What follows belongs to an exercise in optimizing a design on an open flow for small area, a short achievable clock period and few clock cycles; a production flow would make more cautious choices.
RTL that was checked went through simulation tests only; none was proved equivalent to the original.
Only the layout flow was run in run 3; the RTL was not checked for function there.
Power is estimated from default activity; no workload was simulated.

==> design.v <==
module g_nand2(input a,b, output y);
assign y = ~(a & b);
endmodule
module g_nand3(input a,b,c, output y);
assign y = ~(a & b & c);
endmodule
module g_nor2(input a,b, output y);
assign y = ~(a | b);
endmodule
module g_xor2(input a,b, output y);
assign y = a ^ b;
endmodule
module source_64bit_mod3(s, f, x, e, clk);
output reg [1:0] s;
output reg f;
input wire [63:0] x;
input wire e;
input wire clk;
wire n1; g_xor2 u1 (.a(x[0]), .b(x[2]), .y(n1));
wire n2; g_xor2 u2 (.a(x[1]), .b(x[3]), .y(n2));
wire n3; g_nor2 u3 (.a(x[0]), .b(x[2]), .y(n3));
wire n4; g_nor2 u4 (.a(x[1]), .b(x[3]), .y(n4));
wire n5; g_nand2 u5 (.a(n1), .b(n4), .y(n5));
wire n6; g_nand3 u6 (.a(x[0]), .b(x[2]), .c(n2), .y(n6));
wire n7; g_nand3 u7 (.a(n3), .b(x[1]), .c(x[3]), .y(n7));
wire n8; g_nand3 u8 (.a(n5), .b(n6), .c(n7), .y(n8));
wire n9; g_nand2 u9 (.a(n3), .b(n2), .y(n9));
wire n10; g_nand3 u10 (.a(n1), .b(x[1]), .c(x[3]), .y(n10));
wire n11; g_nand3 u11 (.a(x[0]), .b(x[2]), .c(n4), .y(n11));
wire n12; g_nand3 u12 (.a(n9), .b(n10), .c(n11), .y(n12));
wire n13; g_xor2 u13 (.a(x[4]), .b(x[6]), .y(n13));
wire n14; g_xor2 u14 (.a(x[5]), .b(x[7]), .y(n14));
wire n15; g_nor2 u15 (.a(x[4]), .b(x[6]), .y(n15));
wire n16; g_nor2 u16 (.a(x[5]), .b(x[7]), .y(n16));
wire n17; g_nand2 u17 (.a(n13), .b(n16), .y(n17));
wire n18; g_nand3 u18 (.a(x[4]), .b(x[6]), .c(n14), .y(n18));
wire n19; g_nand3 u19 (.a(n15), .b(x[5]), .c(x[7]), .y(n19));
wire n20; g_nand3 u20 (.a(n17), .b(n18), .c(n19), .y(n20));
wire n21; g_nand2 u21 (.a(n15), .b(n14), .y(n21));
wire n22; g_nand3 u22 (.a(n13), .b(x[5]), .c(x[7]), .y(n22));
wire n23; g_nand3 u23 (.a(x[4]), .b(x[6]), .c(n16), .y(n23));
wire n24; g_nand3 u24 (.a(n21), .b(n22), .c(n23), .y(n24));
wire n25; g_xor2 u25 (.a(x[8]), .b(x[10]), .y(n25));
wire n26; g_xor2 u26 (.a(x[9]), .b(x[11]), .y(n26));
wire n27; g_nor2 u27 (.a(x[8]), .b(x[10]), .y(n27));
wire n28; g_nor2 u28 (.a(x[9]), .b(x[11]), .y(n28));
wire n29; g_nand2 u29 (.a(n25), .b(n28), .y(n29));
wire n30; g_nand3 u30 (.a(x[8]), .b(x[10]), .c(n26), .y(n30));
wire n31; g_nand3 u31 (.a(n27), .b(x[9]), .c(x[11]), .y(n31));
wire n32; g_nand3 u32 (.a(n29), .b(n30), .c(n31), .y(n32));
wire n33; g_nand2 u33 (.a(n27), .b(n26), .y(n33));
wire n34; g_nand3 u34 (.a(n25), .b(x[9]), .c(x[11]), .y(n34));
wire n35; g_nand3 u35 (.a(x[8]), .b(x[10]), .c(n28), .y(n35));
wire n36; g_nand3 u36 (.a(n33), .b(n34), .c(n35), .y(n36));
wire n37; g_xor2 u37 (.a(x[12]), .b(x[14]), .y(n37));
wire n38; g_xor2 u38 (.a(x[13]), .b(x[15]), .y(n38));
wire n39; g_nor2 u39 (.a(x[12]), .b(x[14]), .y(n39));
wire n40; g_nor2 u40 (.a(x[13]), .b(x[15]), .y(n40));
wire n41; g_nand2 u41 (.a(n37), .b(n40), .y(n41));
wire n42; g_nand3 u42 (.a(x[12]), .b(x[14]), .c(n38), .y(n42));
wire n43; g_nand3 u43 (.a(n39), .b(x[13]), .c(x[15]), .y(n43));
wire n44; g_nand3 u44 (.a(n41), .b(n42), .c(n43), .y(n44));
wire n45; g_nand2 u45 (.a(n39), .b(n38), .y(n45));
wire n46; g_nand3 u46 (.a(n37), .b(x[13]), .c(x[15]), .y(n46));
wire n47; g_nand3 u47 (.a(x[12]), .b(x[14]), .c(n40), .y(n47));
wire n48; g_nand3 u48 (.a(n45), .b(n46), .c(n47), .y(n48));
wire n49; g_xor2 u49 (.a(x[16]), .b(x[18]), .y(n49));
wire n50; g_xor2 u50 (.a(x[17]), .b(x[19]), .y(n50));
wire n51; g_nor2 u51 (.a(x[16]), .b(x[18]), .y(n51));
wire n52; g_nor2 u52 (.a(x[17]), .b(x[19]), .y(n52));
wire n53; g_nand2 u53 (.a(n49), .b(n52), .y(n53));
wire n54; g_nand3 u54 (.a(x[16]), .b(x[18]), .c(n50), .y(n54));
wire n55; g_nand3 u55 (.a(n51), .b(x[17]), .c(x[19]), .y(n55));
wire n56; g_nand3 u56 (.a(n53), .b(n54), .c(n55), .y(n56));
wire n57; g_nand2 u57 (.a(n51), .b(n50), .y(n57));
wire n58; g_nand3 u58 (.a(n49), .b(x[17]), .c(x[19]), .y(n58));
wire n59; g_nand3 u59 (.a(x[16]), .b(x[18]), .c(n52), .y(n59));
wire n60; g_nand3 u60 (.a(n57), .b(n58), .c(n59), .y(n60));
wire n61; g_xor2 u61 (.a(x[20]), .b(x[22]), .y(n61));
wire n62; g_xor2 u62 (.a(x[21]), .b(x[23]), .y(n62));
wire n63; g_nor2 u63 (.a(x[20]), .b(x[22]), .y(n63));
wire n64; g_nor2 u64 (.a(x[21]), .b(x[23]), .y(n64));
wire n65; g_nand2 u65 (.a(n61), .b(n64), .y(n65));
wire n66; g_nand3 u66 (.a(x[20]), .b(x[22]), .c(n62), .y(n66));
wire n67; g_nand3 u67 (.a(n63), .b(x[21]), .c(x[23]), .y(n67));
wire n68; g_nand3 u68 (.a(n65), .b(n66), .c(n67), .y(n68));
wire n69; g_nand2 u69 (.a(n63), .b(n62), .y(n69));
wire n70; g_nand3 u70 (.a(n61), .b(x[21]), .c(x[23]), .y(n70));
wire n71; g_nand3 u71 (.a(x[20]), .b(x[22]), .c(n64), .y(n71));
wire n72; g_nand3 u72 (.a(n69), .b(n70), .c(n71), .y(n72));
wire n73; g_xor2 u73 (.a(x[24]), .b(x[26]), .y(n73));
wire n74; g_xor2 u74 (.a(x[25]), .b(x[27]), .y(n74));
wire n75; g_nor2 u75 (.a(x[24]), .b(x[26]), .y(n75));
wire n76; g_nor2 u76 (.a(x[25]), .b(x[27]), .y(n76));
wire n77; g_nand2 u77 (.a(n73), .b(n76), .y(n77));
wire n78; g_nand3 u78 (.a(x[24]), .b(x[26]), .c(n74), .y(n78));
wire n79; g_nand3 u79 (.a(n75), .b(x[25]), .c(x[27]), .y(n79));
wire n80; g_nand3 u80 (.a(n77), .b(n78), .c(n79), .y(n80));
wire n81; g_nand2 u81 (.a(n75), .b(n74), .y(n81));
wire n82; g_nand3 u82 (.a(n73), .b(x[25]), .c(x[27]), .y(n82));
wire n83; g_nand3 u83 (.a(x[24]), .b(x[26]), .c(n76), .y(n83));
wire n84; g_nand3 u84 (.a(n81), .b(n82), .c(n83), .y(n84));
wire n85; g_xor2 u85 (.a(x[28]), .b(x[30]), .y(n85));
wire n86; g_xor2 u86 (.a(x[29]), .b(x[31]), .y(n86));
wire n87; g_nor2 u87 (.a(x[28]), .b(x[30]), .y(n87));
wire n88; g_nor2 u88 (.a(x[29]), .b(x[31]), .y(n88));
wire n89; g_nand2 u89 (.a(n85), .b(n88), .y(n89));
wire n90; g_nand3 u90 (.a(x[28]), .b(x[30]), .c(n86), .y(n90));
wire n91; g_nand3 u91 (.a(n87), .b(x[29]), .c(x[31]), .y(n91));
wire n92; g_nand3 u92 (.a(n89), .b(n90), .c(n91), .y(n92));
wire n93; g_nand2 u93 (.a(n87), .b(n86), .y(n93));
wire n94; g_nand3 u94 (.a(n85), .b(x[29]), .c(x[31]), .y(n94));
wire n95; g_nand3 u95 (.a(x[28]), .b(x[30]), .c(n88), .y(n95));
wire n96; g_nand3 u96 (.a(n93), .b(n94), .c(n95), .y(n96));
wire n97; g_xor2 u97 (.a(x[32]), .b(x[34]), .y(n97));
wire n98; g_xor2 u98 (.a(x[33]), .b(x[35]), .y(n98));
wire n99; g_nor2 u99 (.a(x[32]), .b(x[34]), .y(n99));
wire n100; g_nor2 u100 (.a(x[33]), .b(x[35]), .y(n100));
wire n101; g_nand2 u101 (.a(n97), .b(n100), .y(n101));
wire n102; g_nand3 u102 (.a(x[32]), .b(x[34]), .c(n98), .y(n102));
wire n103; g_nand3 u103 (.a(n99), .b(x[33]), .c(x[35]), .y(n103));
wire n104; g_nand3 u104 (.a(n101), .b(n102), .c(n103), .y(n104));
wire n105; g_nand2 u105 (.a(n99), .b(n98), .y(n105));
wire n106; g_nand3 u106 (.a(n97), .b(x[33]), .c(x[35]), .y(n106));
wire n107; g_nand3 u107 (.a(x[32]), .b(x[34]), .c(n100), .y(n107));
wire n108; g_nand3 u108 (.a(n105), .b(n106), .c(n107), .y(n108));
wire n109; g_xor2 u109 (.a(x[36]), .b(x[38]), .y(n109));
wire n110; g_xor2 u110 (.a(x[37]), .b(x[39]), .y(n110));
wire n111; g_nor2 u111 (.a(x[36]), .b(x[38]), .y(n111));
wire n112; g_nor2 u112 (.a(x[37]), .b(x[39]), .y(n112));
wire n113; g_nand2 u113 (.a(n109), .b(n112), .y(n113));
wire n114; g_nand3 u114 (.a(x[36]), .b(x[38]), .c(n110), .y(n114));
wire n115; g_nand3 u115 (.a(n111), .b(x[37]), .c(x[39]), .y(n115));
wire n116; g_nand3 u116 (.a(n113), .b(n114), .c(n115), .y(n116));
wire n117; g_nand2 u117 (.a(n111), .b(n110), .y(n117));
wire n118; g_nand3 u118 (.a(n109), .b(x[37]), .c(x[39]), .y(n118));
wire n119; g_nand3 u119 (.a(x[36]), .b(x[38]), .c(n112), .y(n119));
wire n120; g_nand3 u120 (.a(n117), .b(n118), .c(n119), .y(n120));
wire n121; g_xor2 u121 (.a(x[40]), .b(x[42]), .y(n121));
wire n122; g_xor2 u122 (.a(x[41]), .b(x[43]), .y(n122));
wire n123; g_nor2 u123 (.a(x[40]), .b(x[42]), .y(n123));
wire n124; g_nor2 u124 (.a(x[41]), .b(x[43]), .y(n124));
wire n125; g_nand2 u125 (.a(n121), .b(n124), .y(n125));
wire n126; g_nand3 u126 (.a(x[40]), .b(x[42]), .c(n122), .y(n126));
wire n127; g_nand3 u127 (.a(n123), .b(x[41]), .c(x[43]), .y(n127));
wire n128; g_nand3 u128 (.a(n125), .b(n126), .c(n127), .y(n128));
wire n129; g_nand2 u129 (.a(n123), .b(n122), .y(n129));
wire n130; g_nand3 u130 (.a(n121), .b(x[41]), .c(x[43]), .y(n130));
wire n131; g_nand3 u131 (.a(x[40]), .b(x[42]), .c(n124), .y(n131));
wire n132; g_nand3 u132 (.a(n129), .b(n130), .c(n131), .y(n132));
wire n133; g_xor2 u133 (.a(x[44]), .b(x[46]), .y(n133));
wire n134; g_xor2 u134 (.a(x[45]), .b(x[47]), .y(n134));
wire n135; g_nor2 u135 (.a(x[44]), .b(x[46]), .y(n135));
wire n136; g_nor2 u136 (.a(x[45]), .b(x[47]), .y(n136));
wire n137; g_nand2 u137 (.a(n133), .b(n136), .y(n137));
wire n138; g_nand3 u138 (.a(x[44]), .b(x[46]), .c(n134), .y(n138));
wire n139; g_nand3 u139 (.a(n135), .b(x[45]), .c(x[47]), .y(n139));
wire n140; g_nand3 u140 (.a(n137), .b(n138), .c(n139), .y(n140));
wire n141; g_nand2 u141 (.a(n135), .b(n134), .y(n141));
wire n142; g_nand3 u142 (.a(n133), .b(x[45]), .c(x[47]), .y(n142));
wire n143; g_nand3 u143 (.a(x[44]), .b(x[46]), .c(n136), .y(n143));
wire n144; g_nand3 u144 (.a(n141), .b(n142), .c(n143), .y(n144));
wire n145; g_xor2 u145 (.a(x[48]), .b(x[50]), .y(n145));
wire n146; g_xor2 u146 (.a(x[49]), .b(x[51]), .y(n146));
wire n147; g_nor2 u147 (.a(x[48]), .b(x[50]), .y(n147));
wire n148; g_nor2 u148 (.a(x[49]), .b(x[51]), .y(n148));
wire n149; g_nand2 u149 (.a(n145), .b(n148), .y(n149));
wire n150; g_nand3 u150 (.a(x[48]), .b(x[50]), .c(n146), .y(n150));
wire n151; g_nand3 u151 (.a(n147), .b(x[49]), .c(x[51]), .y(n151));
wire n152; g_nand3 u152 (.a(n149), .b(n150), .c(n151), .y(n152));
wire n153; g_nand2 u153 (.a(n147), .b(n146), .y(n153));
wire n154; g_nand3 u154 (.a(n145), .b(x[49]), .c(x[51]), .y(n154));
wire n155; g_nand3 u155 (.a(x[48]), .b(x[50]), .c(n148), .y(n155));
wire n156; g_nand3 u156 (.a(n153), .b(n154), .c(n155), .y(n156));
wire n157; g_xor2 u157 (.a(x[52]), .b(x[54]), .y(n157));
wire n158; g_xor2 u158 (.a(x[53]), .b(x[55]), .y(n158));
wire n159; g_nor2 u159 (.a(x[52]), .b(x[54]), .y(n159));
wire n160; g_nor2 u160 (.a(x[53]), .b(x[55]), .y(n160));
wire n161; g_nand2 u161 (.a(n157), .b(n160), .y(n161));
wire n162; g_nand3 u162 (.a(x[52]), .b(x[54]), .c(n158), .y(n162));
wire n163; g_nand3 u163 (.a(n159), .b(x[53]), .c(x[55]), .y(n163));
wire n164; g_nand3 u164 (.a(n161), .b(n162), .c(n163), .y(n164));
wire n165; g_nand2 u165 (.a(n159), .b(n158), .y(n165));
wire n166; g_nand3 u166 (.a(n157), .b(x[53]), .c(x[55]), .y(n166));
wire n167; g_nand3 u167 (.a(x[52]), .b(x[54]), .c(n160), .y(n167));
wire n168; g_nand3 u168 (.a(n165), .b(n166), .c(n167), .y(n168));
wire n169; g_xor2 u169 (.a(x[56]), .b(x[58]), .y(n169));
wire n170; g_xor2 u170 (.a(x[57]), .b(x[59]), .y(n170));
wire n171; g_nor2 u171 (.a(x[56]), .b(x[58]), .y(n171));
wire n172; g_nor2 u172 (.a(x[57]), .b(x[59]), .y(n172));
wire n173; g_nand2 u173 (.a(n169), .b(n172), .y(n173));
wire n174; g_nand3 u174 (.a(x[56]), .b(x[58]), .c(n170), .y(n174));
wire n175; g_nand3 u175 (.a(n171), .b(x[57]), .c(x[59]), .y(n175));
wire n176; g_nand3 u176 (.a(n173), .b(n174), .c(n175), .y(n176));
wire n177; g_nand2 u177 (.a(n171), .b(n170), .y(n177));
wire n178; g_nand3 u178 (.a(n169), .b(x[57]), .c(x[59]), .y(n178));
wire n179; g_nand3 u179 (.a(x[56]), .b(x[58]), .c(n172), .y(n179));
wire n180; g_nand3 u180 (.a(n177), .b(n178), .c(n179), .y(n180));
wire n181; g_xor2 u181 (.a(x[60]), .b(x[62]), .y(n181));
wire n182; g_xor2 u182 (.a(x[61]), .b(x[63]), .y(n182));
wire n183; g_nor2 u183 (.a(x[60]), .b(x[62]), .y(n183));
wire n184; g_nor2 u184 (.a(x[61]), .b(x[63]), .y(n184));
wire n185; g_nand2 u185 (.a(n181), .b(n184), .y(n185));
wire n186; g_nand3 u186 (.a(x[60]), .b(x[62]), .c(n182), .y(n186));
wire n187; g_nand3 u187 (.a(n183), .b(x[61]), .c(x[63]), .y(n187));
wire n188; g_nand3 u188 (.a(n185), .b(n186), .c(n187), .y(n188));
wire n189; g_nand2 u189 (.a(n183), .b(n182), .y(n189));
wire n190; g_nand3 u190 (.a(n181), .b(x[61]), .c(x[63]), .y(n190));
wire n191; g_nand3 u191 (.a(x[60]), .b(x[62]), .c(n184), .y(n191));
wire n192; g_nand3 u192 (.a(n189), .b(n190), .c(n191), .y(n192));
wire n193; g_nor2 u193 (.a(n12), .b(n8), .y(n193));
wire n194; g_nor2 u194 (.a(n24), .b(n20), .y(n194));
wire n195; g_nand2 u195 (.a(n193), .b(n20), .y(n195));
wire n196; g_nand2 u196 (.a(n8), .b(n194), .y(n196));
wire n197; g_nand2 u197 (.a(n12), .b(n24), .y(n197));
wire n198; g_nand3 u198 (.a(n195), .b(n196), .c(n197), .y(n198));
wire n199; g_nand2 u199 (.a(n193), .b(n24), .y(n199));
wire n200; g_nand2 u200 (.a(n8), .b(n20), .y(n200));
wire n201; g_nand2 u201 (.a(n12), .b(n194), .y(n201));
wire n202; g_nand3 u202 (.a(n199), .b(n200), .c(n201), .y(n202));
wire n203; g_nor2 u203 (.a(n36), .b(n32), .y(n203));
wire n204; g_nor2 u204 (.a(n48), .b(n44), .y(n204));
wire n205; g_nand2 u205 (.a(n203), .b(n44), .y(n205));
wire n206; g_nand2 u206 (.a(n32), .b(n204), .y(n206));
wire n207; g_nand2 u207 (.a(n36), .b(n48), .y(n207));
wire n208; g_nand3 u208 (.a(n205), .b(n206), .c(n207), .y(n208));
wire n209; g_nand2 u209 (.a(n203), .b(n48), .y(n209));
wire n210; g_nand2 u210 (.a(n32), .b(n44), .y(n210));
wire n211; g_nand2 u211 (.a(n36), .b(n204), .y(n211));
wire n212; g_nand3 u212 (.a(n209), .b(n210), .c(n211), .y(n212));
wire n213; g_nor2 u213 (.a(n60), .b(n56), .y(n213));
wire n214; g_nor2 u214 (.a(n72), .b(n68), .y(n214));
wire n215; g_nand2 u215 (.a(n213), .b(n68), .y(n215));
wire n216; g_nand2 u216 (.a(n56), .b(n214), .y(n216));
wire n217; g_nand2 u217 (.a(n60), .b(n72), .y(n217));
wire n218; g_nand3 u218 (.a(n215), .b(n216), .c(n217), .y(n218));
wire n219; g_nand2 u219 (.a(n213), .b(n72), .y(n219));
wire n220; g_nand2 u220 (.a(n56), .b(n68), .y(n220));
wire n221; g_nand2 u221 (.a(n60), .b(n214), .y(n221));
wire n222; g_nand3 u222 (.a(n219), .b(n220), .c(n221), .y(n222));
wire n223; g_nor2 u223 (.a(n84), .b(n80), .y(n223));
wire n224; g_nor2 u224 (.a(n96), .b(n92), .y(n224));
wire n225; g_nand2 u225 (.a(n223), .b(n92), .y(n225));
wire n226; g_nand2 u226 (.a(n80), .b(n224), .y(n226));
wire n227; g_nand2 u227 (.a(n84), .b(n96), .y(n227));
wire n228; g_nand3 u228 (.a(n225), .b(n226), .c(n227), .y(n228));
wire n229; g_nand2 u229 (.a(n223), .b(n96), .y(n229));
wire n230; g_nand2 u230 (.a(n80), .b(n92), .y(n230));
wire n231; g_nand2 u231 (.a(n84), .b(n224), .y(n231));
wire n232; g_nand3 u232 (.a(n229), .b(n230), .c(n231), .y(n232));
wire n233; g_nor2 u233 (.a(n108), .b(n104), .y(n233));
wire n234; g_nor2 u234 (.a(n120), .b(n116), .y(n234));
wire n235; g_nand2 u235 (.a(n233), .b(n116), .y(n235));
wire n236; g_nand2 u236 (.a(n104), .b(n234), .y(n236));
wire n237; g_nand2 u237 (.a(n108), .b(n120), .y(n237));
wire n238; g_nand3 u238 (.a(n235), .b(n236), .c(n237), .y(n238));
wire n239; g_nand2 u239 (.a(n233), .b(n120), .y(n239));
wire n240; g_nand2 u240 (.a(n104), .b(n116), .y(n240));
wire n241; g_nand2 u241 (.a(n108), .b(n234), .y(n241));
wire n242; g_nand3 u242 (.a(n239), .b(n240), .c(n241), .y(n242));
wire n243; g_nor2 u243 (.a(n132), .b(n128), .y(n243));
wire n244; g_nor2 u244 (.a(n144), .b(n140), .y(n244));
wire n245; g_nand2 u245 (.a(n243), .b(n140), .y(n245));
wire n246; g_nand2 u246 (.a(n128), .b(n244), .y(n246));
wire n247; g_nand2 u247 (.a(n132), .b(n144), .y(n247));
wire n248; g_nand3 u248 (.a(n245), .b(n246), .c(n247), .y(n248));
wire n249; g_nand2 u249 (.a(n243), .b(n144), .y(n249));
wire n250; g_nand2 u250 (.a(n128), .b(n140), .y(n250));
wire n251; g_nand2 u251 (.a(n132), .b(n244), .y(n251));
wire n252; g_nand3 u252 (.a(n249), .b(n250), .c(n251), .y(n252));
wire n253; g_nor2 u253 (.a(n156), .b(n152), .y(n253));
wire n254; g_nor2 u254 (.a(n168), .b(n164), .y(n254));
wire n255; g_nand2 u255 (.a(n253), .b(n164), .y(n255));
wire n256; g_nand2 u256 (.a(n152), .b(n254), .y(n256));
wire n257; g_nand2 u257 (.a(n156), .b(n168), .y(n257));
wire n258; g_nand3 u258 (.a(n255), .b(n256), .c(n257), .y(n258));
wire n259; g_nand2 u259 (.a(n253), .b(n168), .y(n259));
wire n260; g_nand2 u260 (.a(n152), .b(n164), .y(n260));
wire n261; g_nand2 u261 (.a(n156), .b(n254), .y(n261));
wire n262; g_nand3 u262 (.a(n259), .b(n260), .c(n261), .y(n262));
wire n263; g_nor2 u263 (.a(n180), .b(n176), .y(n263));
wire n264; g_nor2 u264 (.a(n192), .b(n188), .y(n264));
wire n265; g_nand2 u265 (.a(n263), .b(n188), .y(n265));
wire n266; g_nand2 u266 (.a(n176), .b(n264), .y(n266));
wire n267; g_nand2 u267 (.a(n180), .b(n192), .y(n267));
wire n268; g_nand3 u268 (.a(n265), .b(n266), .c(n267), .y(n268));
wire n269; g_nand2 u269 (.a(n263), .b(n192), .y(n269));
wire n270; g_nand2 u270 (.a(n176), .b(n188), .y(n270));
wire n271; g_nand2 u271 (.a(n180), .b(n264), .y(n271));
wire n272; g_nand3 u272 (.a(n269), .b(n270), .c(n271), .y(n272));
wire n273; g_nor2 u273 (.a(n202), .b(n198), .y(n273));
wire n274; g_nor2 u274 (.a(n212), .b(n208), .y(n274));
wire n275; g_nand2 u275 (.a(n273), .b(n274), .y(n275));
wire n276; g_nand2 u276 (.a(n198), .b(n212), .y(n276));
wire n277; g_nand2 u277 (.a(n202), .b(n208), .y(n277));
wire n278; g_nand3 u278 (.a(n275), .b(n276), .c(n277), .y(n278));
wire n279; g_nand2 u279 (.a(n273), .b(n208), .y(n279));
wire n280; g_nand2 u280 (.a(n198), .b(n274), .y(n280));
wire n281; g_nand2 u281 (.a(n202), .b(n212), .y(n281));
wire n282; g_nand3 u282 (.a(n279), .b(n280), .c(n281), .y(n282));
wire n283; g_nand2 u283 (.a(n273), .b(n212), .y(n283));
wire n284; g_nand2 u284 (.a(n198), .b(n208), .y(n284));
wire n285; g_nand2 u285 (.a(n202), .b(n274), .y(n285));
wire n286; g_nand3 u286 (.a(n283), .b(n284), .c(n285), .y(n286));
wire n287; g_nor2 u287 (.a(n222), .b(n218), .y(n287));
wire n288; g_nor2 u288 (.a(n232), .b(n228), .y(n288));
wire n289; g_nand2 u289 (.a(n287), .b(n288), .y(n289));
wire n290; g_nand2 u290 (.a(n218), .b(n232), .y(n290));
wire n291; g_nand2 u291 (.a(n222), .b(n228), .y(n291));
wire n292; g_nand3 u292 (.a(n289), .b(n290), .c(n291), .y(n292));
wire n293; g_nand2 u293 (.a(n287), .b(n228), .y(n293));
wire n294; g_nand2 u294 (.a(n218), .b(n288), .y(n294));
wire n295; g_nand2 u295 (.a(n222), .b(n232), .y(n295));
wire n296; g_nand3 u296 (.a(n293), .b(n294), .c(n295), .y(n296));
wire n297; g_nand2 u297 (.a(n287), .b(n232), .y(n297));
wire n298; g_nand2 u298 (.a(n218), .b(n228), .y(n298));
wire n299; g_nand2 u299 (.a(n222), .b(n288), .y(n299));
wire n300; g_nand3 u300 (.a(n297), .b(n298), .c(n299), .y(n300));
wire n301; g_nor2 u301 (.a(n242), .b(n238), .y(n301));
wire n302; g_nor2 u302 (.a(n252), .b(n248), .y(n302));
wire n303; g_nand2 u303 (.a(n301), .b(n302), .y(n303));
wire n304; g_nand2 u304 (.a(n238), .b(n252), .y(n304));
wire n305; g_nand2 u305 (.a(n242), .b(n248), .y(n305));
wire n306; g_nand3 u306 (.a(n303), .b(n304), .c(n305), .y(n306));
wire n307; g_nand2 u307 (.a(n301), .b(n248), .y(n307));
wire n308; g_nand2 u308 (.a(n238), .b(n302), .y(n308));
wire n309; g_nand2 u309 (.a(n242), .b(n252), .y(n309));
wire n310; g_nand3 u310 (.a(n307), .b(n308), .c(n309), .y(n310));
wire n311; g_nand2 u311 (.a(n301), .b(n252), .y(n311));
wire n312; g_nand2 u312 (.a(n238), .b(n248), .y(n312));
wire n313; g_nand2 u313 (.a(n242), .b(n302), .y(n313));
wire n314; g_nand3 u314 (.a(n311), .b(n312), .c(n313), .y(n314));
wire n315; g_nor2 u315 (.a(n262), .b(n258), .y(n315));
wire n316; g_nor2 u316 (.a(n272), .b(n268), .y(n316));
wire n317; g_nand2 u317 (.a(n315), .b(n316), .y(n317));
wire n318; g_nand2 u318 (.a(n258), .b(n272), .y(n318));
wire n319; g_nand2 u319 (.a(n262), .b(n268), .y(n319));
wire n320; g_nand3 u320 (.a(n317), .b(n318), .c(n319), .y(n320));
wire n321; g_nand2 u321 (.a(n315), .b(n268), .y(n321));
wire n322; g_nand2 u322 (.a(n258), .b(n316), .y(n322));
wire n323; g_nand2 u323 (.a(n262), .b(n272), .y(n323));
wire n324; g_nand3 u324 (.a(n321), .b(n322), .c(n323), .y(n324));
wire n325; g_nand2 u325 (.a(n315), .b(n272), .y(n325));
wire n326; g_nand2 u326 (.a(n258), .b(n268), .y(n326));
wire n327; g_nand2 u327 (.a(n262), .b(n316), .y(n327));
wire n328; g_nand3 u328 (.a(n325), .b(n326), .c(n327), .y(n328));
wire n329; g_nand2 u329 (.a(n278), .b(n292), .y(n329));
wire n330; g_nand2 u330 (.a(n282), .b(n300), .y(n330));
wire n331; g_nand2 u331 (.a(n286), .b(n296), .y(n331));
wire n332; g_nand3 u332 (.a(n329), .b(n330), .c(n331), .y(n332));
wire n333; g_nand2 u333 (.a(n278), .b(n296), .y(n333));
wire n334; g_nand2 u334 (.a(n282), .b(n292), .y(n334));
wire n335; g_nand2 u335 (.a(n286), .b(n300), .y(n335));
wire n336; g_nand3 u336 (.a(n333), .b(n334), .c(n335), .y(n336));
wire n337; g_nand2 u337 (.a(n278), .b(n300), .y(n337));
wire n338; g_nand2 u338 (.a(n282), .b(n296), .y(n338));
wire n339; g_nand2 u339 (.a(n286), .b(n292), .y(n339));
wire n340; g_nand3 u340 (.a(n337), .b(n338), .c(n339), .y(n340));
wire n341; g_nand2 u341 (.a(n306), .b(n320), .y(n341));
wire n342; g_nand2 u342 (.a(n310), .b(n328), .y(n342));
wire n343; g_nand2 u343 (.a(n314), .b(n324), .y(n343));
wire n344; g_nand3 u344 (.a(n341), .b(n342), .c(n343), .y(n344));
wire n345; g_nand2 u345 (.a(n306), .b(n324), .y(n345));
wire n346; g_nand2 u346 (.a(n310), .b(n320), .y(n346));
wire n347; g_nand2 u347 (.a(n314), .b(n328), .y(n347));
wire n348; g_nand3 u348 (.a(n345), .b(n346), .c(n347), .y(n348));
wire n349; g_nand2 u349 (.a(n306), .b(n328), .y(n349));
wire n350; g_nand2 u350 (.a(n310), .b(n324), .y(n350));
wire n351; g_nand2 u351 (.a(n314), .b(n320), .y(n351));
wire n352; g_nand3 u352 (.a(n349), .b(n350), .c(n351), .y(n352));
wire n353; g_nand2 u353 (.a(n332), .b(n348), .y(n353));
wire n354; g_nand2 u354 (.a(n336), .b(n344), .y(n354));
wire n355; g_nand2 u355 (.a(n340), .b(n352), .y(n355));
wire n356; g_nand3 u356 (.a(n353), .b(n354), .c(n355), .y(n356));
wire n357; g_nand2 u357 (.a(n332), .b(n352), .y(n357));
wire n358; g_nand2 u358 (.a(n336), .b(n348), .y(n358));
wire n359; g_nand2 u359 (.a(n340), .b(n344), .y(n359));
wire n360; g_nand3 u360 (.a(n357), .b(n358), .c(n359), .y(n360));
always @(posedge clk) begin
  f <= e;
  s <= {n360, n356};
end
endmodule
==> flow/run.sh <==
#!/bin/bash
cat >> config.mk <<'EOC'
export BUFFER_PORTS_ARGS = -buffer_cell sky130_fd_sc_hd__buf_1
EOC
bash standard.sh > standard.log 2>&1
==> standard.sh <==
#!/bin/bash
# synth_recipe.tcl (not shown) runs the flow's synth.tcl, then flattens the netlist and writes it again
# the make line also repeats each setting of config.mk as NAME=value (left out here)
make -C /OpenROAD-flow-scripts/flow DESIGN_CONFIG=/design/flow/config.mk WORK_HOME=/design/flow/orfs CLKGATE_MAP_FILE= SYNTH_SCRIPT=/design/flow/synth_recipe.tcl "${@:-finish}"
==> config.mk <==
export PLATFORM = sky130hd
export DESIGN_NAME = source_64bit_mod3
export DESIGN_NICKNAME = source_64bit_mod3
export VERILOG_FILES = /design/flow/design.v
export SDC_FILE = /design/flow/constraint.sdc
export NUM_CORES = 4
export LEC_CHECK = 0
export CAP_MARGIN = 20
export CORE_AREA = 5 5 85 85
export CTS_BUF_LIST = sky130_fd_sc_hd__clkbuf_2
export DIE_AREA = 0 0 90 90
export SETUP_SLACK_MARGIN = 2.5
export SLEW_MARGIN = 20
export SYNTH_HIERARCHICAL = 1
export BUFFER_PORTS_ARGS = -buffer_cell sky130_fd_sc_hd__buf_1
==> constraint.sdc <==
create_clock -name core_clock -period 4.5 [get_ports {clk}]
set_input_delay 0.9000 -clock core_clock [delete_from_list [all_inputs] [get_ports {clk}]]
set_output_delay 0.9000 -clock core_clock [all_outputs]
set_load 0.01 [all_outputs]
==> results.cfg, run 1 <==
[final_layout]
n_antenna_cell = 0
area_growth_pct = 103
final_cell_mix = nand2_2, nand2_1, nand3_1
final_nets = 512
final_common_cell = nand2_2
drive_gt1_share_pct = 60.7
fillCellCount = 595
design_area_um2 = 3520
seq_area_um2 = 60.1
multi_input_area_um2 = 2810

[timing]
slew_headroom_pct = 87.9
fin_ws_ps = 2290
setup_violations = 0
hold_ws_ps = 794
finalCritPeriodShare_pct = 49.2
hold_viol_final = 0
max_freq_ghz = 0.452
tightestPinTransition_ps = 180
rsz0062_at_grt = yes
maxSlewViolCount = 0
period_minus_slack_ps = 2210
tns_ps = 0

[floorplanning]
fp-row-count = 29
die_area_um2 = 8100
start_util_pct = 27.7
die_y_um = 90
ioPinCount = 69
coreArea_um2 = 6280
die_w_um = 90

[placement]
port_buffers = 68
place_hpwl_um = 4120
gp_congestion = 0.739
place_ws_ps = 2080
place_area_um2 = 2430

[clock_tree]
htree_num_levels = 1
tritoncts = yes
cts_root_buffer = clkbuf_2
numCtsBuffers = 3
clkSinkCount = 3
clockBufferDepth = 2
clk_pin_slew_ps = 40

[grt]
grt_first_pass_wirelength_um = 8870
grt_util_all_layers_pct = 11.6
globalRouteMet1Util_pct = 14.2
use_met3_pct = 1.59
grt_start_max_net_pins = 5
grt-busiest-layer = met2
overflow = 0
antenna_found_initial = 0
grtUsageMet2_pct = 21.7
first_global_vias = 2308

[pwr]
peakVddDrop_v = 0.0000883
total_power_mw = 0.751
cellPowerDensity_nw_per_um2 = 213
p_leak_nw = 1.68

[detailed_routing]
routed_via_density = 5.00
routed-via-count = 2610
post_drt_wl_per_cell_um = 10.7
antenna_left = 0
drcViolationCount = 0
firstDrtPassIters = 4
drt-initial-drc-count = 70
drt_wl_total_um = 5560

[worst_hold_path]
hold_start = e
hold_path_depth = 1
hold_path_end = f$_DFF_P_
hold_path_class = in -> reg

[logic_synthesis]
synth-seq-cells = 3
ys_seq_area_share_pct = 3.46
synth_compound_area_share_pct = 0
synthAdderAreaFrac_pct = 0
synth_xor_xnor_area_share_pct = 16.1
syn_inst = 363
synth_cell_types = 5
synth_top_family_by_area = simple AND/OR/NAND/NOR gates
synth_area_um2 = 1740
yosys-mux-area-fraction_pct = 0
avgSynthCellArea_um2 = 4.78
netlist_top_cells_area = nand3_1, nand2_1, xor2_1
synth_area_leader_cell = nand3_1
syn_nets = 429
ys_warn_count = 7
synthSimpleGateAreaFrac_pct = 80.4
synth_top_area_share_pct = 38.0

[setup_path]
path_class = in -> reg
worst_setup_path_start_kind = input pin
worstPathArrival_ps = 2300
cp_slowest_stage_delay_ps = 190
path_cells = buf_2, xor2_2, nand3_2, nand3_4, nor2_4, nand2_2, nand3_4, nor2_4, nand2_2, nand3_4, nand2_2, nand3_4, nand2_2, nand3_2
worst-path-max-fanout = 4
critPathSlowestCell = xor2_2
crit_path_end_kind = flop
required_ps = 4590
path_delay_family = simple AND/OR/NAND/NOR gates
critPathLaunch = x[28]
cp_num_buf_inv = 1

[run_status]
status = complete, no violations

[flow_run]
drv_cap = 0
## where the power goes
| group | internal (mW) | leakage [nW] | total (mW) | switching (mW) |
|---|---|---|---|---|
| sequential | 0.0364 | 0.0252 | 0.0395 | 0.00315 |
| clock | 0.0235 | 0.0166 | 0.0364 | 0.0130 |
| combinational | 0.273 | 1.64 | 0.675 | 0.401 |
## per-module statistics from Yosys (local to each module, per instance)
module,flip-flops and latches,copies in the design
g_nand3,0,132
source_64bit_mod3,3,1
g_xor2,0,32
g_nor2,0,56
g_nand2,0,140
## per-stage QoR
stage | utilization [%] | cells
2_1_floorplan | - | 363
3_3_place_gp | 38.8 | 508
3_5_place_dp | 38.8 | 508
4_1_cts | 42.1 | 513
5_1_grt | 56.1 | 522
6_report | 56.1 | 522
## final cells by class
type / instances / share of cell area [%]
clock buffer: 4 / 0.569
multi-input combinational: 360 / 79.7
sequential: 3 / 1.71
timing repair buffer: 78 / 15.3
tap: 77 / 2.74
## cells by family (layout without fill, tap and decap cells)
logic type	count (synthesis)	after routing
flip-flops	3	3
AND/OR/NAND/NOR	328	328
XOR/XNOR	32	32
buffers and inverters	0	82
## per-layer routing
layer	vias up	wire (um)
li1	1374	-
met1	1194	2210
met2	40	3140
met3	2	187
met4	0	23
met5	-	0
## how the worst max path moves through the flow
stage / endpoint / slack (ps) / cells after the start
after floorplan: s[1]$_DFF_P_ / 2430 / 13
after global placement: s[0]$_DFF_P_ / 2100 / 14
after detailed placement: s[0]$_DFF_P_ / 2080 / 14
after CTS: s[0]$_DFF_P_ / 2360 / 14
after global routing: s[0]$_DFF_P_ / 2180 / 14
final: s[0]$_DFF_P_ / 2290 / 14
## sequential cells by signal (all words and copies together), names as in the netlist
name,cells
s,2
f,1
## cell usage after synthesis (all sizes together)
cell type	number
dfxtp	3
nor2	56
nand3	132
xor2	32
nand2	140
## timing repair
item                       4_1_cts  5_1_grt
hold endpoints to repair         0        0
setup endpoints to repair        2        2
gates resized for setup         85      194
hold buffers                     0        0
buffers inserted                 1        9
pin swaps                       67      129
Testbench counts, summed over its fixed seeds: cycles 1,600.
==> inputs of run 2 (changes only) <==
--- a/config.mk
+++ b/config.mk
@@ -9,7 +9,6 @@
 export CORE_AREA = 5 5 85 85
 export CTS_BUF_LIST = sky130_fd_sc_hd__clkbuf_2
 export DIE_AREA = 0 0 90 90
-export SETUP_SLACK_MARGIN = 2.5
 export SLEW_MARGIN = 20
 export SYNTH_HIERARCHICAL = 1
 export BUFFER_PORTS_ARGS = -buffer_cell sky130_fd_sc_hd__buf_1
==> run 2 against run 1 <==
- die area is the same
- worst hold slack is essentially flat
- via count shrank 4.2%
- first-iteration DRC count grew 11%
- non-clock buffer count shrank 10
- critical path depth is the same
- critical endpoint is now s[1]$_DFF_P_
- global-route usage shrank 0.92 points
- still clean on timing, DRC and antenna
- largest power group unchanged
==> results.cfg, run 2 <==
[detailed_routing]
maxUsedRoutingLayer = met3
antenna_left = 0
routed-via-count = 2501
routed_via_density = 4.88
dr_wl_met2_um = 2340
post_drt_wl_per_cell_um = 8.70
drt-initial-drc-count = 78
wirelength_met1_um = 1890
met3_length_um = 224
drcViolationCount = 0
drt_wl_total_um = 4460
firstDrtPassIters = 5

[grt]
grt_first_pass_wirelength_um = 8150
grt_util_all_layers_pct = 10.7
first_global_vias = 2250
grt_start_max_net_pins = 5
overflow = 0
antenna_found_initial = 0

[final_layout]
n_antenna_cell = 0
top_regs = s: 2 flops, f: 1 flops
final_common_cell = nand2_1
area_growth_pct = 21.4
stdcell_count = 512
drive_gt1_share_pct = 0.920
largest-register = s
design_area_um2 = 2110
final_nets = 502
final_util_pct = 33.6
largest_reg_flops = 2
final_cell_mix = nand2_1, nand3_1, buf_1
fillCellCount = 699

[logic_synthesis]
yosys.cell_count.top_type = nand2_1
netlist_top_cells_area = nand3_1, nand2_1, xor2_1
synthTopCellsByCount = nand2_1, nand3_1, nor2_1, xor2_1, dfxtp_1
synth_area_um2 = 1740
synth_top_family_by_area = simple AND/OR/NAND/NOR gates
synth_cell_types = 5
synth_top_area_share_pct = 38.0
syn_inst = 363
ys_seq_area_share_pct = 3.46
synthSimpleGateAreaFrac_pct = 80.4
synth_area_leader_cell = nand3_1
ys.flop_type = dfxtp_1
avgSynthCellArea_um2 = 4.78
postSynth.asyncResetShare_pct = 0
synth_compound_area_share_pct = 0
ys_warn_count = 7
synth_xor_xnor_area_share_pct = 16.1
synth-seq-cells = 3
syn_nets = 429
yosys-mux-area-fraction_pct = 0
synth_edf_count = 0
synthAdderAreaFrac_pct = 0

[setup_path]
worstPathArrival_ps = 2510
worst_setup_path_start_kind = input pin
worst-path-max-fanout = 4
cp_common_cell = nand3_1
path_class = in -> reg
crit_path_end_kind = flop
cp_slowest_stage_delay_ps = 220
path_cells = buf_1, xor2_1, nand3_1, nand3_1, nor2_1, nand2_1, nand3_1, nor2_1, nand2_1, nand3_1, nand2_1, nand3_1, nand2_1, nand3_1
required_ps = 4640
critPathSlowestCell = xor2_1

[placement]
place_ws_ps = 1920
place_area_um2 = 2090
place_hpwl_um = 3980
dp.cells = 508
gp_congestion = 0.693
port_buffers = 68

[pwr]
cellPowerDensity_nw_per_um2 = 203
peakVddDrop_v = 0.0000675
total_power_mw = 0.428
p_leak_nw = 0.918

[floorplanning]
ioPinCount = 69
die_area_um2 = 8100
start_util_pct = 27.7
die_y_um = 90
die_w_um = 90
fp-row-count = 29
coreArea_um2 = 6280

[clock_tree]
clk_pin_slew_ps = 40
clkSinkCount = 3
cts_setup_buffers = 0
cts-resized-gates = 0
cts_root_buffer = clkbuf_2
tritoncts = yes
numCtsBuffers = 3
clockBufferDepth = 2
hold_buffers = 0
htree_num_levels = 1

[timing]
tightestPinTransition_ps = 199
tns_ps = 0
hold_ws_ps = 794
rsz0062_at_grt = no
max_freq_ghz = 0.422
setup_violations = 0
fin_ws_ps = 2130
maxSlewViolCount = 0
hold_viol_final = 0
period_minus_slack_ps = 2370
finalCritPeriodShare_pct = 52.7
slew_headroom_pct = 86.7

[flow_run]
drv_cap = 0

[run_status]
status = complete, no violations

[worst_hold_path]
hold_path_class = in -> reg
==> run 2: worst paths after layout <==
kind / to / slack (ps) / from / depth (start not counted)
max: s[1]$_DFF_P_ / 2130 / x[49] / 14
min: f$_DFF_P_ / 790 / e / 1
==> run 2: final cells by class <==
type / instances / area [um2] / share of cell area [%]
multi-input cells: 360 / 1680 / 79.5
repair buffers: 68 / 255 / 12.1
well taps: 77 / 96.3 / 4.57
flip-flops and latches: 3 / 60.1 / 2.85
clock buffers: 4 / 20.0 / 0.950
==> run 2: power breakdown <==
part,switching [mW],internal [mW]
registers,0.00279,0.0364
logic,0.231,0.122
clock network,0.0126,0.0234
==> run 2: modules after synthesis, one instance, submodules excluded <==
module             flops+latches  cells
g_nor2                         0      1
g_nand3                        0      1
source_64bit_mod3              3      3
g_xor2                         0      1
g_nand2                        0      1
==> run 2: routing by layer <==
| metal | up-vias | GRT usage, % |
|---|---|---|
| met5 | - | 0 |
| met4 | 0 | 2.61 |
| met3 | 0 | 1.42 |
| met2 | 40 | 21.3 |
| met1 | 1088 | 11.6 |
| li1 | 1373 | - |
==> run 2: cell families (layout without fill, tap and decap cells) <==
| logic type | count (synthesis) | count (layout) |
|---|---|---|
| buffers and inverters | 0 | 72 |
| AND/OR/NAND/NOR | 328 | 328 |
| flip-flops | 3 | 3 |
| XOR/XNOR | 32 | 32 |
==> run 2: worst max-delay path, delay by kind of cell <==
family	cells	cell delay, ps
buffers and inverters	1	170
XOR/XNOR	1	220
AND/OR/NAND/NOR	12	1220
==> inputs of run 3 (changes only) <==
--- a/design.v
+++ b/design.v
@@ -290,94 +290,76 @@
 wire n272; g_nand3 u272 (.a(n269), .b(n270), .c(n271), .y(n272));
 wire n273; g_nor2 u273 (.a(n202), .b(n198), .y(n273));
 wire n274; g_nor2 u274 (.a(n212), .b(n208), .y(n274));
-wire n275; g_nand2 u275 (.a(n273), .b(n274), .y(n275));
-wire n276; g_nand2 u276 (.a(n198), .b(n212), .y(n276));
-wire n277; g_nand2 u277 (.a(n202), .b(n208), .y(n277));
+wire n275; g_nand2 u275 (.a(n273), .b(n208), .y(n275));
+wire n276; g_nand2 u276 (.a(n198), .b(n274), .y(n276));
+wire n277; g_nand2 u277 (.a(n202), .b(n212), .y(n277));
 wire n278; g_nand3 u278 (.a(n275), .b(n276), .c(n277), .y(n278));
-wire n279; g_nand2 u279 (.a(n273), .b(n208), .y(n279));
-wire n280; g_nand2 u280 (.a(n198), .b(n274), .y(n280));
-wire n281; g_nand2 u281 (.a(n202), .b(n212), .y(n281));
+wire n279; g_nand2 u279 (.a(n273), .b(n212), .y(n279));
+wire n280; g_nand2 u280 (.a(n198), .b(n208), .y(n280));
+wire n281; g_nand2 u281 (.a(n202), .b(n274), .y(n281));
 wire n282; g_nand3 u282 (.a(n279), .b(n280), .c(n281), .y(n282));
-wire n283; g_nand2 u283 (.a(n273), .b(n212), .y(n283));
-wire n284; g_nand2 u284 (.a(n198), .b(n208), .y(n284));
-wire n285; g_nand2 u285 (.a(n202), .b(n274), .y(n285));
-wire n286; g_nand3 u286 (.a(n283), .b(n284), .c(n285), .y(n286));
-wire n287; g_nor2 u287 (.a(n222), .b(n218), .y(n287));
-wire n288; g_nor2 u288 (.a(n232), .b(n228), .y(n288));
-wire n289; g_nand2 u289 (.a(n287), .b(n288), .y(n289));
-wire n290; g_nand2 u290 (.a(n218), .b(n232), .y(n290));
-wire n291; g_nand2 u291 (.a(n222), .b(n228), .y(n291));
+wire n283; g_nor2 u283 (.a(n222), .b(n218), .y(n283));
+wire n284; g_nor2 u284 (.a(n232), .b(n228), .y(n284));
+wire n285; g_nand2 u285 (.a(n283), .b(n228), .y(n285));
+wire n286; g_nand2 u286 (.a(n218), .b(n284), .y(n286));
+wire n287; g_nand2 u287 (.a(n222), .b(n232), .y(n287));
+wire n288; g_nand3 u288 (.a(n285), .b(n286), .c(n287), .y(n288));
+wire n289; g_nand2 u289 (.a(n283), .b(n232), .y(n289));
+wire n290; g_nand2 u290 (.a(n218), .b(n228), .y(n290));
+wire n291; g_nand2 u291 (.a(n222), .b(n284), .y(n291));
 wire n292; g_nand3 u292 (.a(n289), .b(n290), .c(n291), .y(n292));
-wire n293; g_nand2 u293 (.a(n287), .b(n228), .y(n293));
-wire n294; g_nand2 u294 (.a(n218), .b(n288), .y(n294));
-wire n295; g_nand2 u295 (.a(n222), .b(n232), .y(n295));
-wire n296; g_nand3 u296 (.a(n293), .b(n294), .c(n295), .y(n296));
-wire n297; g_nand2 u297 (.a(n287), .b(n232), .y(n297));
-wire n298; g_nand2 u298 (.a(n218), .b(n228), .y(n298));
-wire n299; g_nand2 u299 (.a(n222), .b(n288), .y(n299));
-wire n300; g_nand3 u300 (.a(n297), .b(n298), .c(n299), .y(n300));
-wire n301; g_nor2 u301 (.a(n242), .b(n238), .y(n301));
-wire n302; g_nor2 u302 (.a(n252), .b(n248), .y(n302));
-wire n303; g_nand2 u303 (.a(n301), .b(n302), .y(n303));
-wire n304; g_nand2 u304 (.a(n238), .b(n252), .y(n304));
-wire n305; g_nand2 u305 (.a(n242), .b(n248), .y(n305));
-wire n306; g_nand3 u306 (.a(n303), .b(n304), .c(n305), .y(n306));
-wire n307; g_nand2 u307 (.a(n301), .b(n248), .y(n307));
-wire n308; g_nand2 u308 (.a(n238), .b(n302), .y(n308));
-wire n309; g_nand2 u309 (.a(n242), .b(n252), .y(n309));
-wire n310; g_nand3 u310 (.a(n307), .b(n308), .c(n309), .y(n310));
-wire n311; g_nand2 u311 (.a(n301), .b(n252), .y(n311));
-wire n312; g_nand2 u312 (.a(n238), .b(n248), .y(n312));
-wire n313; g_nand2 u313 (.a(n242), .b(n302), .y(n313));
-wire n314; g_nand3 u314 (.a(n311), .b(n312), .c(n313), .y(n314));
-wire n315; g_nor2 u315 (.a(n262), .b(n258), .y(n315));
-wire n316; g_nor2 u316 (.a(n272), .b(n268), .y(n316));
-wire n317; g_nand2 u317 (.a(n315), .b(n316), .y(n317));
-wire n318; g_nand2 u318 (.a(n258), .b(n272), .y(n318));
-wire n319; g_nand2 u319 (.a(n262), .b(n268), .y(n319));
-wire n320; g_nand3 u320 (.a(n317), .b(n318), .c(n319), .y(n320));
-wire n321; g_nand2 u321 (.a(n315), .b(n268), .y(n321));
-wire n322; g_nand2 u322 (.a(n258), .b(n316), .y(n322));
-wire n323; g_nand2 u323 (.a(n262), .b(n272), .y(n323));
-wire n324; g_nand3 u324 (.a(n321), .b(n322), .c(n323), .y(n324));
-wire n325; g_nand2 u325 (.a(n315), .b(n272), .y(n325));
-wire n326; g_nand2 u326 (.a(n258), .b(n268), .y(n326));
-wire n327; g_nand2 u327 (.a(n262), .b(n316), .y(n327));
+wire n293; g_nor2 u293 (.a(n242), .b(n238), .y(n293));
+wire n294; g_nor2 u294 (.a(n252), .b(n248), .y(n294));
+wire n295; g_nand2 u295 (.a(n293), .b(n248), .y(n295));
+wire n296; g_nand2 u296 (.a(n238), .b(n294), .y(n296));
+wire n297; g_nand2 u297 (.a(n242), .b(n252), .y(n297));
+wire n298; g_nand3 u298 (.a(n295), .b(n296), .c(n297), .y(n298));
+wire n299; g_nand2 u299 (.a(n293), .b(n252), .y(n299));
+wire n300; g_nand2 u300 (.a(n238), .b(n248), .y(n300));
+wire n301; g_nand2 u301 (.a(n242), .b(n294), .y(n301));
+wire n302; g_nand3 u302 (.a(n299), .b(n300), .c(n301), .y(n302));
+wire n303; g_nor2 u303 (.a(n262), .b(n258), .y(n303));
+wire n304; g_nor2 u304 (.a(n272), .b(n268), .y(n304));
+wire n305; g_nand2 u305 (.a(n303), .b(n268), .y(n305));
+wire n306; g_nand2 u306 (.a(n258), .b(n304), .y(n306));
+wire n307; g_nand2 u307 (.a(n262), .b(n272), .y(n307));
+wire n308; g_nand3 u308 (.a(n305), .b(n306), .c(n307), .y(n308));
+wire n309; g_nand2 u309 (.a(n303), .b(n272), .y(n309));
+wire n310; g_nand2 u310 (.a(n258), .b(n268), .y(n310));
+wire n311; g_nand2 u311 (.a(n262), .b(n304), .y(n311));
+wire n312; g_nand3 u312 (.a(n309), .b(n310), .c(n311), .y(n312));
+wire n313; g_nor2 u313 (.a(n282), .b(n278), .y(n313));
+wire n314; g_nor2 u314 (.a(n292), .b(n288), .y(n314));
+wire n315; g_nand2 u315 (.a(n313), .b(n288), .y(n315));
+wire n316; g_nand2 u316 (.a(n278), .b(n314), .y(n316));
+wire n317; g_nand2 u317 (.a(n282), .b(n292), .y(n317));
+wire n318; g_nand3 u318 (.a(n315), .b(n316), .c(n317), .y(n318));
+wire n319; g_nand2 u319 (.a(n313), .b(n292), .y(n319));
+wire n320; g_nand2 u320 (.a(n278), .b(n288), .y(n320));
+wire n321; g_nand2 u321 (.a(n282), .b(n314), .y(n321));
+wire n322; g_nand3 u322 (.a(n319), .b(n320), .c(n321), .y(n322));
+wire n323; g_nor2 u323 (.a(n302), .b(n298), .y(n323));
+wire n324; g_nor2 u324 (.a(n312), .b(n308), .y(n324));
+wire n325; g_nand2 u325 (.a(n323), .b(n308), .y(n325));
+wire n326; g_nand2 u326 (.a(n298), .b(n324), .y(n326));
+wire n327; g_nand2 u327 (.a(n302), .b(n312), .y(n327));
 wire n328; g_nand3 u328 (.a(n325), .b(n326), .c(n327), .y(n328));
-wire n329; g_nand2 u329 (.a(n278), .b(n292), .y(n329));
-wire n330; g_nand2 u330 (.a(n282), .b(n300), .y(n330));
-wire n331; g_nand2 u331 (.a(n286), .b(n296), .y(n331));
+wire n329; g_nand2 u329 (.a(n323), .b(n312), .y(n329));
+wire n330; g_nand2 u330 (.a(n298), .b(n308), .y(n330));
+wire n331; g_nand2 u331 (.a(n302), .b(n324), .y(n331));
 wire n332; g_nand3 u332 (.a(n329), .b(n330), .c(n331), .y(n332));
-wire n333; g_nand2 u333 (.a(n278), .b(n296), .y(n333));
-wire n334; g_nand2 u334 (.a(n282), .b(n292), .y(n334));
-wire n335; g_nand2 u335 (.a(n286), .b(n300), .y(n335));
-wire n336; g_nand3 u336 (.a(n333), .b(n334), .c(n335), .y(n336));
-wire n337; g_nand2 u337 (.a(n278), .b(n300), .y(n337));
-wire n338; g_nand2 u338 (.a(n282), .b(n296), .y(n338));
-wire n339; g_nand2 u339 (.a(n286), .b(n292), .y(n339));
-wire n340; g_nand3 u340 (.a(n337), .b(n338), .c(n339), .y(n340));
-wire n341; g_nand2 u341 (.a(n306), .b(n320), .y(n341));
-wire n342; g_nand2 u342 (.a(n310), .b(n328), .y(n342));
-wire n343; g_nand2 u343 (.a(n314), .b(n324), .y(n343));
-wire n344; g_nand3 u344 (.a(n341), .b(n342), .c(n343), .y(n344));
-wire n345; g_nand2 u345 (.a(n306), .b(n324), .y(n345));
-wire n346; g_nand2 u346 (.a(n310), .b(n320), .y(n346));
-wire n347; g_nand2 u347 (.a(n314), .b(n328), .y(n347));
-wire n348; g_nand3 u348 (.a(n345), .b(n346), .c(n347), .y(n348));
-wire n349; g_nand2 u349 (.a(n306), .b(n328), .y(n349));
-wire n350; g_nand2 u350 (.a(n310), .b(n324), .y(n350));
-wire n351; g_nand2 u351 (.a(n314), .b(n320), .y(n351));
-wire n352; g_nand3 u352 (.a(n349), .b(n350), .c(n351), .y(n352));
-wire n353; g_nand2 u353 (.a(n332), .b(n348), .y(n353));
-wire n354; g_nand2 u354 (.a(n336), .b(n344), .y(n354));
-wire n355; g_nand2 u355 (.a(n340), .b(n352), .y(n355));
-wire n356; g_nand3 u356 (.a(n353), .b(n354), .c(n355), .y(n356));
-wire n357; g_nand2 u357 (.a(n332), .b(n352), .y(n357));
-wire n358; g_nand2 u358 (.a(n336), .b(n348), .y(n358));
-wire n359; g_nand2 u359 (.a(n340), .b(n344), .y(n359));
-wire n360; g_nand3 u360 (.a(n357), .b(n358), .c(n359), .y(n360));
+wire n333; g_nor2 u333 (.a(n322), .b(n318), .y(n333));
+wire n334; g_nor2 u334 (.a(n332), .b(n328), .y(n334));
+wire n335; g_nand2 u335 (.a(n333), .b(n328), .y(n335));
+wire n336; g_nand2 u336 (.a(n318), .b(n334), .y(n336));
+wire n337; g_nand2 u337 (.a(n322), .b(n332), .y(n337));
+wire n338; g_nand3 u338 (.a(n335), .b(n336), .c(n337), .y(n338));
+wire n339; g_nand2 u339 (.a(n333), .b(n332), .y(n339));
+wire n340; g_nand2 u340 (.a(n318), .b(n328), .y(n340));
+wire n341; g_nand2 u341 (.a(n322), .b(n334), .y(n341));
+wire n342; g_nand3 u342 (.a(n339), .b(n340), .c(n341), .y(n342));
 always @(posedge clk) begin
   f <= e;
-  s <= {n360, n356};
+  s <= {n342, n338};
 end
 endmodule
==> run 3 against run 2 <==
- largest power group unchanged
- setup slack got worse by 150 ps
- total power shrank 2.7%
- critical path type unchanged
- clock-buffer cell count unchanged
==> results.cfg, run 3 <==
[flow_run]
drv_cap = 0

[setup_path]
crit_path_end_kind = flop
worst_setup_path_start_kind = input pin
cp_slowest_stage_delay_ps = 210
worst-path-max-fanout = 4
required_ps = 4640
worstPathArrival_ps = 2660
cp_common_cell = nand3_1
path_cells = buf_1, xor2_1, nand3_1, nand3_1, nor2_1, nand2_1, nand3_1, nor2_1, nand2_1, nand3_1, nor2_1, nand2_1, nand3_1, nor2_1, nand2_1, nand3_1
critPathSlowestCell = xor2_1
path_class = in -> reg

[timing]
max_freq_ghz = 0.397
tightestPinTransition_ps = 203
rsz0062_at_grt = no
finalCritPeriodShare_pct = 56.0
period_minus_slack_ps = 2520
maxSlewViolCount = 0
hold_viol_final = 0
tns_ps = 0
slew_headroom_pct = 86.5
setup_violations = 0

[detailed_routing]
antenna_left = 0
routed_via_density = 4.84
firstDrtPassIters = 4
drt_wl_total_um = 4280
post_drt_wl_per_cell_um = 8.67
routed-via-count = 2393
drt-initial-drc-count = 79
drcViolationCount = 0

[final_layout]
final_cell_mix = nand3_1, nand2_1, buf_1
n_antenna_cell = 0
top_regs = s: 2 flops, f: 1 flops
largest-register = s
drive_gt1_share_pct = 0.959
stdcell_count = 494
final_common_cell = nand3_1
largest_reg_flops = 2
final_nets = 484
area_growth_pct = 22.4
fillCellCount = 725

[clock_tree]
cts_setup_buffers = 0
numCtsBuffers = 3
tritoncts = yes
clkSinkCount = 3
cts-resized-gates = 0
clk_pin_slew_ps = 40
hold_buffers = 0
htree_num_levels = 1
clockBufferDepth = 2
cts_root_buffer = clkbuf_2

[grt]
grt_util_all_layers_pct = 10.1
grt_start_max_net_pins = 5
antenna_found_initial = 0
first_global_vias = 2129
grt_first_pass_wirelength_um = 7620
overflow = 0

[logic_synthesis]
netlist_top_cells_area = nand3_1, nand2_1, xor2_1
synth-seq-cells = 3
ys.flop_type = dfxtp_1
postSynth.asyncResetShare_pct = 0
synth_top_area_share_pct = 38.0
synth_area_leader_cell = nand3_1
ys_warn_count = 7
synth_cell_types = 5
synth_area_um2 = 1660
ys_seq_area_share_pct = 3.61
yosys.cell_count.top_type = nand3_1
syn_nets = 411
syn_inst = 345
synthTopCellsByCount = nand3_1, nand2_1, nor2_1, xor2_1, dfxtp_1
avgSynthCellArea_um2 = 4.82
synth_edf_count = 0

[placement]
port_buffers = 68
place_hpwl_um = 3840
dp.cells = 490
gp_congestion = 0.705

[pwr]
peakVddDrop_v = 0.0000840
cellPowerDensity_nw_per_um2 = 205
p_leak_nw = 0.880

[run_status]
status = complete, no violations

[floorplanning]
start_util_pct = 26.5
die_area_um2 = 8100
fp-row-count = 29
die_y_um = 90
die_w_um = 90
ioPinCount = 69
coreArea_um2 = 6280

[worst_hold_path]
hold_path_class = in -> reg
## run 3: cell count changes after synthesis
| cell | change |
|---|---|
| nand3_1 | -6 |
| nor2_1 | +6 |
| nand2_1 | -18 |
## run 3: worst max-delay path: cells and delay by family
kind / cells / cell delay [ps]
XOR/XNOR: 1 / 210
buffers and inverters: 1 / 160
AND/OR/NAND/NOR: 14 / 1380
## run 3: kinds of logic (layout without fill, tap and decap cells)
group                  after synthesis  in the layout  share of synthesized area [%]
AND/OR/NAND/NOR                    310            310                           79.5
XOR/XNOR                            32             32                           16.9
buffers and inverters                0             72                              0
flip-flops                           3              3                           3.61
## run 3: worst paths after layout
kind,start,to,depth (start not counted)
min,e,f$_DFF_P_,1
max,x[0],s[0]$_DFF_P_,16
## run 3: where the power goes
| part | internal [mW] | switching [mW] | total (mW) |
|---|---|---|---|
| registers | 0.0376 | 0.00338 | 0.0410 |
| clock network | 0.0234 | 0.0134 | 0.0368 |
| logic | 0.119 | 0.219 | 0.338 |
| total | 0.180 | 0.236 | 0.416 |
## run 3: routing by layer
metal	vias up	track usage [%]	wire, um
met5	-	0	0
met4	0	2.85	38
met3	4	1.17	164
met2	40	19.8	2180
met1	1029	11.2	1900
li1	1320	-	-
## run 3: through the flow
stage	utilization, %	area [um2]	total power [mW]	setup WS (ps)	hold slack [ps]
final	32.4	2030	0.416	1980	792
after global routing	32.4	2030	0.481	1630	788
after CTS	32.4	2030	0.423	1980	778
after detailed placement	32.1	2010	0.383	1750	1000
after global placement	32.1	2010	0.372	1820	992
after floorplan	-	1660	0.289	2160	928
## run 3: layout make-up
class                           count  area [um2]  area share [%]
Multi-Input combinational cell    342        1600            78.8
Clock buffer                        4        20.0           0.985
Sequential cell                     3        60.1            2.95
Timing Repair Buffer               68         255            12.6
Tap cell                           77        96.3            4.74
## run 3: per-module statistics from Yosys (local to each module, per instance)
| module | flip-flops and latches | cells inside | copies in the design |
|---|---|---|---|
| source_64bit_mod3 | 3 | 3 | 1 |
| g_xor2 | 0 | 1 | 32 |
| g_nand3 | 0 | 1 | 126 |
| g_nand2 | 0 | 1 | 122 |
| g_nor2 | 0 | 1 | 62 |

[separate check: timing with driven ports]
The results above use ideal ports. As a check the final layouts listed here were re-extracted and re-timed, cells and wires unchanged. Step 1 (the two cells are an assumption about what drives the block):
set clk [get_ports {clk}]
set_driving_cell -lib_cell sky130_fd_sc_hd__clkbuf_16 $clk
set_driving_cell -lib_cell sky130_fd_sc_hd__buf_2 [delete_from_list [all_inputs] $clk]
Step 2 times the ports against the registers' clock, not the clock port: input delays grow and output delays shrink by t, the midpoint of the rising clock arrivals with the driver on. a / b / c = ideal / step 1 / step 2; a / b = the first two.
run	shift t [ns]	setup WS [ns]	worst setup path at the end	worst data-port slew with drivers (ns)	cell pins on the clock port's net
run 1	0.212	2.288 / 2.280 / 2.068	input to register	0.05	1
run 2	0.212	2.128 / 2.118 / 1.906	input to register	0.03	1
run 3	0.217	1.980 / 1.976 / 1.759	input to register	0.04	1
After both steps every run listed still meets setup and hold. The setup slack of run 2, which loses most, moves by -0.010 ns with the drivers and by -0.222 ns with both steps.
